What follows belongs to an exercise in optimizing a design on an open flow for a short achievable clock period and few clock cycles; a production flow would make more cautious choices. Where RTL was checked, it was by simulation tests only, not by an equivalence proof against the original.

==> flow/design.v (excerpt) <==
module trading_core #(
    parameter RSI_PERIOD = 14
)(
    input  logic        clk,
    input  logic        rst,
    input  logic [31:0] price_in,
    input  logic        price_valid,
    output logic [1:0]  action,
    output logic        action_valid,
    output logic [15:0] rsi_value
);
Size: roughly 54 I/O pins.
Settings: LEC_CHECK=0, CAP_MARGIN=20, CORE_MARGIN=2, CORE_UTILIZATION=25, PLACE_DENSITY=0.45, SLEW_MARGIN=20; clock period 180.0 ns.
standard.sh (not shown) runs the stock make flow with config.mk's settings and CLKGATE_MAP_FILE= SYNTH_SCRIPT=/design/flow/synth_recipe.tcl, a recipe that flattens the netlist after the stock synthesis.
==> flow/flow/run.sh <==
#!/bin/bash
# The standard layout (standard.sh) with these changes:
# - synthesis: adders keep Yosys's Brent-Kung carry network (not ORFS's
#   Kogge-Stone) and are not mapped to full-adder cells first; ABC maps for
#   delay with flow/abc.script (flow/synth.tcl is synth_recipe.tcl with that
#   script swapped in).
# - after the post-placement repair, flow/repair.tcl sizes and buffers gates
#   on the worst paths.
# All of make's output goes to flow_make.log.
set -euo pipefail
W=$(pwd)
export FLOW_ABC_SCRIPT=$W/flow/abc.script
export FLOW_SETUP_TARGET=${FLOW_SETUP_TARGET:-136}
export FLOW_REPAIR_ITERS=${FLOW_REPAIR_ITERS:-3000}
bash standard.sh SYNTH_SCRIPT=$W/flow/synth.tcl ADDER_MAP_FILE= \
  SYNTH_OPERATIONS_ARGS=-nofsm POST_RESIZE_TCL=$W/flow/repair.tcl finish \
  > $W/flow_make.log 2>&1
==> flow/flow/abc.script <==
strash
dch -f
map -D 1000
buffer -c
upsize -c -D 1000
dnsize -c -D 1000
==> flow/flow/repair.tcl <==
# Gate sizing and buffering for delay after the standard post-placement
# repair: the design meets the 180 ns clock with a wide margin, so ORFS's own
# repair_timing never runs; this asks it to improve the worst paths.
estimate_parasitics -placement
report_worst_slack -max
repair_timing -setup -setup_margin $::env(FLOW_SETUP_TARGET) -repair_tns 0 \
  -max_iterations $::env(FLOW_REPAIR_ITERS) -skip_pin_swap -verbose
estimate_parasitics -placement
report_worst_slack -max
==> flow/flow/synth.tcl <==
# The standard flow's synthesis script (synth_recipe.tcl), with ABC run on this flow's own
# mapping script (FLOW_ABC_SCRIPT) instead of ORFS's abc_speed.script.
proc synth {args} { yosys synth -nofsm -noshare {*}$args }
proc abc {args} {
  set i [lsearch -exact $args -script]
  if { $i >= 0 } { lset args [expr { $i + 1 }] $::env(FLOW_ABC_SCRIPT) }
  yosys abc {*}$args
}
source $::env(SCRIPTS_DIR)/synth.tcl
# left out here: clear keep_hierarchy, flatten, clean up, hide names made inside functions, write 1_2_yosys.v
Testbench counts at the start, summed over its fixed seeds: cycles 3,312.
Then changed:
==> flow/flow/run.sh (replaced) <==
#!/bin/bash
# The standard layout (standard.sh), with two synthesis changes: full adders
# are left to ABC instead of being mapped to adder cells first, and ABC maps
# for delay with flow/abc.script. All output goes to flow_make.log.
set -euo pipefail
W=$(pwd)
export FLOW_ABC_SCRIPT=$W/flow/abc.script
bash standard.sh SYNTH_SCRIPT=$W/flow/synth.tcl ADDER_MAP_FILE= finish > $W/flow_make.log 2>&1
Settings changed: CORE_UTILIZATION 25 to 15, PLACE_DENSITY 0.45 to default.
removed: flow/flow/repair.tcl
With this change the flow stopped in global routing (GRT-0116). Synthesized area rose by 38%. Synthesized cell count rose by about 40%.

* * *

run M:
The RTL this note starts from:
==> flow/design.v <==
module trading_core #(
    parameter RSI_PERIOD = 14
)(
    input  logic        clk,
    input  logic        rst,
    input  logic [31:0] price_in,
    input  logic        price_valid,
    output logic [1:0]  action,
    output logic        action_valid,
    output logic [15:0] rsi_value
);
    localparam int SPLIT = 2;         
    logic [3:0]  cnt;                 
    logic [31:0] p0;                  
    logic [31:0] chg [0:11];          
    logic [31:0] sg, sl;              
    logic [31:0] c_new;
    logic        c_pos, c_neg;
    assign c_new = price_in - p0;
    assign c_neg = c_new[31];
    assign c_pos = !c_new[31] && (price_in != p0);
    logic [31:0] d_pos, d_neg;        
    assign d_pos = (!chg[11][31] && chg[11] != 32'd0) ? chg[11] : 32'd0;
    assign d_neg = chg[11][31] ? (32'd0 - chg[11]) : 32'd0;
    logic [31:0] g, l;                
    assign g = c_pos ? sg + c_new : sg;
    assign l = c_neg ? sl - c_new : sl;
    always_ff @(posedge clk) begin
        if (rst) begin
            cnt <= 4'd0;
            sg  <= 32'd0;
            sl  <= 32'd0;
            for (int i = 0; i < 12; i++) chg[i] <= 32'd0;
        end else if (price_valid) begin
            p0 <= price_in;
            if (cnt != 4'd14) cnt <= cnt + 4'd1;
            if (cnt != 4'd0) begin
                chg[0] <= c_new;
                for (int i = 1; i < 12; i++) chg[i] <= chg[i-1];
                sg <= g - d_pos;
                sl <= l - d_neg;
            end
        end
    end
    logic [27:0] ag, al;
    logic [28:0] den;
    assign ag  = g[31:4];
    assign al  = l[31:4];
    assign den = {1'b0, ag} + {1'b0, al};
    logic [33*16-1:0] ma;             
    trading_mult u_mult (.d(den), .m(ma));
    logic [28:0] ra [0:SPLIT];
    logic [3:0]  qa [1:SPLIT];
    assign ra[0] = {1'b0, ag};
    for (genvar i = 0; i < SPLIT; i++) begin : g_a
        trading_step u (.r(ra[i]), .m(ma), .q(qa[i+1]), .ro(ra[i+1]));
    end
    logic        r_valid;
    logic        r_al0, r_ag0;
    logic [28:0] r_r;
    logic [33*16-1:0] r_m;
    logic [4*SPLIT-1:0] r_q;
    logic        holding;
    always_ff @(posedge clk) begin
        if (rst) r_valid <= 1'b0;
        else     r_valid <= price_valid && (cnt == 4'd14);
        r_al0 <= (al == 28'd0);
        r_ag0 <= (ag == 28'd0);
        r_r   <= ra[SPLIT];
        r_m   <= ma;
        for (int i = 0; i < SPLIT; i++) r_q[4*(SPLIT-1-i) +: 4] <= qa[i+1];
    end
    logic [28:0] rb [0:4-SPLIT];
    logic [3:0]  qb [1:4-SPLIT];
    assign rb[0] = r_r;
    for (genvar i = 0; i < 4 - SPLIT; i++) begin : g_b
        trading_step u (.r(rb[i]), .m(r_m), .q(qb[i+1]), .ro(rb[i+1]));
    end
    logic [15:0] ratio;
    always_comb begin
        ratio = {r_q, {(16-4*SPLIT){1'b0}}};
        for (int i = 0; i < 4 - SPLIT; i++) ratio[4*(3-SPLIT-i) +: 4] = qb[i+1];
    end
    logic [29:0] prod;
    logic [15:0] rsi;
    assign prod  = ratio * 30'd10000;
    assign rsi   = r_al0 ? 16'd10000 : r_ag0 ? 16'd0 : {2'b00, prod[29:16]};
    logic buy, sell;
    assign buy  = !holding && rsi < 16'd3000;
    assign sell =  holding && rsi > 16'd7000;
    always_ff @(posedge clk) begin
        if (rst)          holding <= 1'b0;
        else if (r_valid) holding <= buy ? 1'b1 : sell ? 1'b0 : holding;
    end
    assign action_valid = r_valid;
    assign action       = buy ? 2'b01 : sell ? 2'b10 : 2'b00;
    assign rsi_value    = rsi;
endmodule
module trading_mult (
    input  logic [28:0] d,
    output logic [33*16-1:0] m
);
    logic [32:0] d1;
    assign d1    = {4'd0, d};
    assign m[32:0] = '0;
    assign m[33*1 +: 33] = d1;
    assign m[33*2 +: 33] = d1 << 1;
    assign m[33*3 +: 33] = (d1 << 1) + d1;
    assign m[33*4 +: 33] = d1 << 2;
    assign m[33*5 +: 33] = (d1 << 2) + d1;
    assign m[33*6 +: 33] = ((d1 << 1) + d1) << 1;
    assign m[33*7 +: 33] = (d1 << 3) - d1;
    assign m[33*8 +: 33] = d1 << 3;
    assign m[33*9 +: 33] = (d1 << 3) + d1;
    assign m[33*10 +: 33] = ((d1 << 2) + d1) << 1;
    assign m[33*11 +: 33] = (d1 << 3) + (d1 << 1) + d1;
    assign m[33*12 +: 33] = ((d1 << 1) + d1) << 2;
    assign m[33*13 +: 33] = (d1 << 3) + (d1 << 2) + d1;
    assign m[33*14 +: 33] = ((d1 << 3) - d1) << 1;
    assign m[33*15 +: 33] = (d1 << 4) - d1;
endmodule
module trading_step (
    input  logic [28:0] r,
    input  logic [33*16-1:0] m,
    output logic [3:0]  q,
    output logic [28:0] ro
);
    logic [33:0] df [0:15];
    logic [15:0] t;                   
    logic [15:0] sel;                 
    assign df[0] = {1'b0, r, 4'd0};
    assign t[0]  = 1'b1;
    for (genvar k = 1; k < 16; k++) begin : g_k
        assign df[k] = {1'b0, r, 4'd0} - {1'b0, m[33*k +: 33]};
        assign t[k]  = !df[k][33];
    end
    always_comb begin
        for (int k = 0; k < 15; k++) sel[k] = t[k] && !t[k+1];
        sel[15] = t[15];
    end
    always_comb begin
        logic [28:0] a;
        logic [3:0]  b;
        a = '0;
        b = '0;
        for (int k = 0; k < 16; k++) begin
            a = a | ({29{sel[k]}} & df[k][28:0]);
            b = b | ({4{sel[k]}} & 4'(k));
        end
        ro = a;
        q  = b;
    end
endmodule
==> flow/config.mk <==
export PLATFORM = sky130hd
export DESIGN_NAME = trading_core
export DESIGN_NICKNAME = trading_core
export VERILOG_FILES = /design/flow/design.v
export SDC_FILE = /design/flow/constraint.sdc
export NUM_CORES = 4
export LEC_CHECK = 0
export CAP_MARGIN = 20
export CORE_MARGIN = 2
export CORE_UTILIZATION = 40
export GPL_TIMING_DRIVEN = 0
export SLEW_MARGIN = 20
==> flow/constraint.sdc <==
create_clock -name core_clock -period 180.0 [get_ports {clk}]
set_input_delay 36.0000 -clock core_clock [delete_from_list [all_inputs] [get_ports {clk}]]
set_output_delay 36.0000 -clock core_clock [all_outputs]
set_load 0.01 [all_outputs]
==> flow/flow/run.sh <==
#!/bin/bash
# The standard layout (standard.sh), with two synthesis changes: full adders
# are left to ABC instead of being mapped to adder cells first, and ABC maps
# for delay with flow/abc.script. All output goes to flow_make.log.
set -euo pipefail
W=$(pwd)
export FLOW_ABC_SCRIPT=$W/flow/abc.script
bash standard.sh SYNTH_SCRIPT=$W/flow/synth.tcl ADDER_MAP_FILE= finish > $W/flow_make.log 2>&1
Scripts as last shown in full above: flow/flow/abc.script, flow/flow/synth.tcl
Run M failed in global routing (5_1_grt) with GRT-0116.
--- input diff run M..run A ---
- CORE_UTILIZATION changed from 40 to 25
==> run summary <==
- Synthesized cell count came out exactly the same in run M and run A.
- Compared with run M, width of the die in run A increased by more than a quarter.
- Run A against run M: effective utilization at floorplan down 15 points, share of the yosys chip area belonging to registers flat, count of pins on the block boundary flat.
- The runs compared here, run M and run A, all ended either early or with open violations.
- The log for run M ends in global routing (5_1_grt) with error GRT-0116, so the run never completed.
No run of this note included a check of the RTL's function; only the layout flow was run.

==> afterwards: timing with drivers on the ports <==
How much do the figures lean on ideal ports? The routed layout below was timed once more, with nothing changed but the port constraints. Step 1: set_driving_cell puts a clkbuf_16 on clk and a buf_2 on each other input, an assumption about the parent block. Step 2 also shifts input and output timing later by t, the mid clock arrival at the registers, as if the neighbouring blocks saw the same clock. Slacks: ideal ports / drivers / drivers and shift; pairs: ideal ports / drivers.
run: the first run of note 1
shift t [ns]: 1.034
slack for setup (ns): 133.734 / 133.615 / 134.636
slew at the worst register clock pin (ns): 0.09 / 0.09
cell pins on the clock port's net: 1
After both steps setup and hold are still met in the first run of note 1. The setup slack of the first run of note 1 moves by -0.119 ns with the drivers and by +0.902 ns with both steps.
